This design comes from an exercise in tuning for small area, a short achievable clock period and few clock cycles per item on the open sky130 flow, not from production work.
The RTL was checked by simulation tests, not by an equivalence proof against the original design.

## the reference run
==> flow/design.v (excerpt) <==
module dnn_relu_fp16
     (input     logic   clk,
      input     logic   rst,
      input     logic   start,
      input     logic   reset,
      output    logic   done,
      output    logic   unsigned    [16:0]    mem_addr,
      input     logic   signed      [15:0]    mem_data,
      output    logic               [159:0]   out);
    localparam logic [13:0] BASE_W1 = 14'd401;
    localparam logic [13:0] BASE_W2 = 14'd10426;
    localparam logic [15:0] ONE     = 16'h3C00;
    localparam logic [4:0]  NJ0     = 5'd6;
    localparam logic [12:0] ONE3    = 13'd3072;     
    localparam logic [2:0] S_IDLE = 3'd0,
                           S_L1   = 3'd1,
                           S_PRE  = 3'd2,
                           S_L2   = 3'd3,
                           S_FIN  = 3'd4,
                           S_DONE = 3'd5;
    logic [2:0]  st;
    logic [4:0]  nj;
    logic        start_q;
    logic [13:0] ma;       
    logic [8:0]  n;        
    logic [13:0] fb;       
    logic [5:0]  cc;       
    logic        qv;       
    logic        clr;      
    logic        sel_r, sel_y, sel_o;    
    logic        rot;      
    logic r_act, r_w1, r_l2, r_pre, r_l2f, r_last, r_first;
    logic m_act, m_v, m_l2, m_pre, m_l2f, m_last;
    logic s1_l2, s1_pre, s1_last;
    logic s2_l2, s2_pre, s2_last;
    logic y_pre, y_last;
    logic [15:0] D, A, Q, P, Y;
    logic [12:0] A3;
    logic [15:0] R [0:23];
    logic [15:0] O [0:9];
    logic [15:0] X_l;
    logic [10:0] X_ms;
    logic        X_sub;
    logic [4:0]  njn;
    logic        cap, busy;
  ...
clock: 30.0 ns
lec_check: 0
cap_margin: 20
core_margin: 2
core_utilization: 70
slew_margin: 20
standard.sh (not shown) runs the stock make flow with config.mk's settings and CLKGATE_MAP_FILE= SYNTH_SCRIPT=/design/flow/synth_recipe.tcl, a recipe that flattens the netlist after the stock synthesis.
==> flow/flow/run.sh <==
#!/bin/bash
# Layout flow: the standard flow (standard.sh), with the port buffers
# made of sky130_fd_sc_hd__buf_2 cells, timing repair aimed at a setup
# slack of 22.75 ns, and clock tree synthesis without dummy loads.
# Each tool's output goes to a log file of its own here.
set -euo pipefail
bash standard.sh synth > log_synth.txt 2>&1
bash standard.sh SETUP_SLACK_MARGIN=22.75 \
  "BUFFER_PORTS_ARGS=-buffer_cell sky130_fd_sc_hd__buf_2" \
  "CTS_ARGS=-sink_clustering_enable -repair_clock_nets -sink_clustering_size 30 -sink_clustering_max_diameter 80 -buf_list sky130_fd_sc_hd__clkbuf_16 -dont_use_dummy_load" \
  finish > log_layout.txt 2>&1
Testbench counts of the reference run, summed over its fixed seeds: cycles 143,185, items 48.
## Diff of input files: the trial run against the reference run
diff --git a/flow/design.v b/flow/design.v
--- a/flow/design.v
+++ b/flow/design.v
@@ -142,15 +142,15 @@
     logic [4:0]  nj;
     logic        start_q;
     logic [13:0] ma;       
     logic [8:0]  n;        
     logic [13:0] fb;       
     logic [5:0]  cc;       
     logic        qv;       
-    logic        clr;      
+    logic [4:0]  clrc;     
     logic        sel_r, sel_y, sel_o;    
     logic        rot;      
     logic r_act, r_w1, r_l2, r_pre, r_l2f, r_last, r_first;
     logic m_act, m_v, m_l2, m_pre, m_l2f, m_last;
     logic s1_l2, s1_pre, s1_last;
     logic s2_l2, s2_pre, s2_last;
     logic y_pre, y_last;
@@ -303,16 +303,19 @@
             fb <= BASE_W1;
         else if (m_act)
             fb <= fb + 14'd25;
         if (st == S_IDLE)
             qv <= 1'b0;
         else
             qv <= cap || (qv && !r_first);
-        clr   <= (st == S_IDLE && start_q) || (clr && njn != NJ0);
-        sel_r <= !m_l2 && !((st == S_IDLE && start_q) || (clr && njn != NJ0));
+        if (st == S_IDLE && start_q)
+            clrc <= 5'd24;
+        else if (clrc != 5'd0)
+            clrc <= clrc - 5'd1;
+        sel_r <= !m_l2 && !(st == S_IDLE && start_q) && (clrc == 5'd0);
         sel_y <= m_l2 && !m_pre && !m_l2f;
         sel_o <= m_l2 && m_l2f;
         rot   <= m_l2f || s2_last || s2_pre;
     end
     always_ff @(posedge clk) begin
         D <= mem_data;
         P <= prod;
The trial run went all the way through synthesis, placement and routing and the layout is clean on timing, DRC and antenna.
Full die area across the reference run and the trial run: no real change.
Summary of the trial run over the reference run: global-route wire length before repair -1.5%.
Summary — delay of the slowest cell on the worst path, the trial run relative to the reference run: higher, by 0.02 ns.
Compared with the reference run, in the trial run sequential share of layout area about even; depth of the worst hold-timing path about even.
Comparing the reference run and the trial run, the higher final design instance area without fill is on the trial run.
Testbench counts of the trial run, summed over its fixed seeds: cycles 143,185, items 48.

afterwards: timing with drivers on the ports:
The flow's constraints put no driver on any port. The routed layouts listed below were extracted and timed again, unchanged, in two steps. Step 1 (the two cells are an assumption about what drives the block):
set clk [get_ports {clk}]
set_driving_cell -lib_cell sky130_fd_sc_hd__clkbuf_16 $clk
set_driving_cell -lib_cell sky130_fd_sc_hd__buf_2 [delete_from_list [all_inputs] $clk]
Step 2, shift: input delay + t, output delay - t, t = (earliest + latest rising clock arrival at the registers) / 2. This alone moves slack from input paths to output paths. Three values: no drivers, after step 1, after step 2; two values: the first two.
| run | t (ns) | setup slack, ns | latest minus earliest clock arrival (ns) | worst register clock-pin slew, ns | cell pins on the clock port's net |
|---|---|---|---|---|---|
| the reference run | 0.612 | 22.781 / 22.725 / 22.388 | 0.092 / 0.092 | 0.11 / 0.11 | 1 |
| the trial run | 0.609 | 22.752 / 22.693 / 22.658 | 0.090 / 0.090 | 0.11 / 0.11 | 1 |
After both steps setup and hold are still met in every run listed. For the reference run, which loses most, drivers alone change the setup slack by -0.056 ns; drivers and shift together by -0.393 ns.
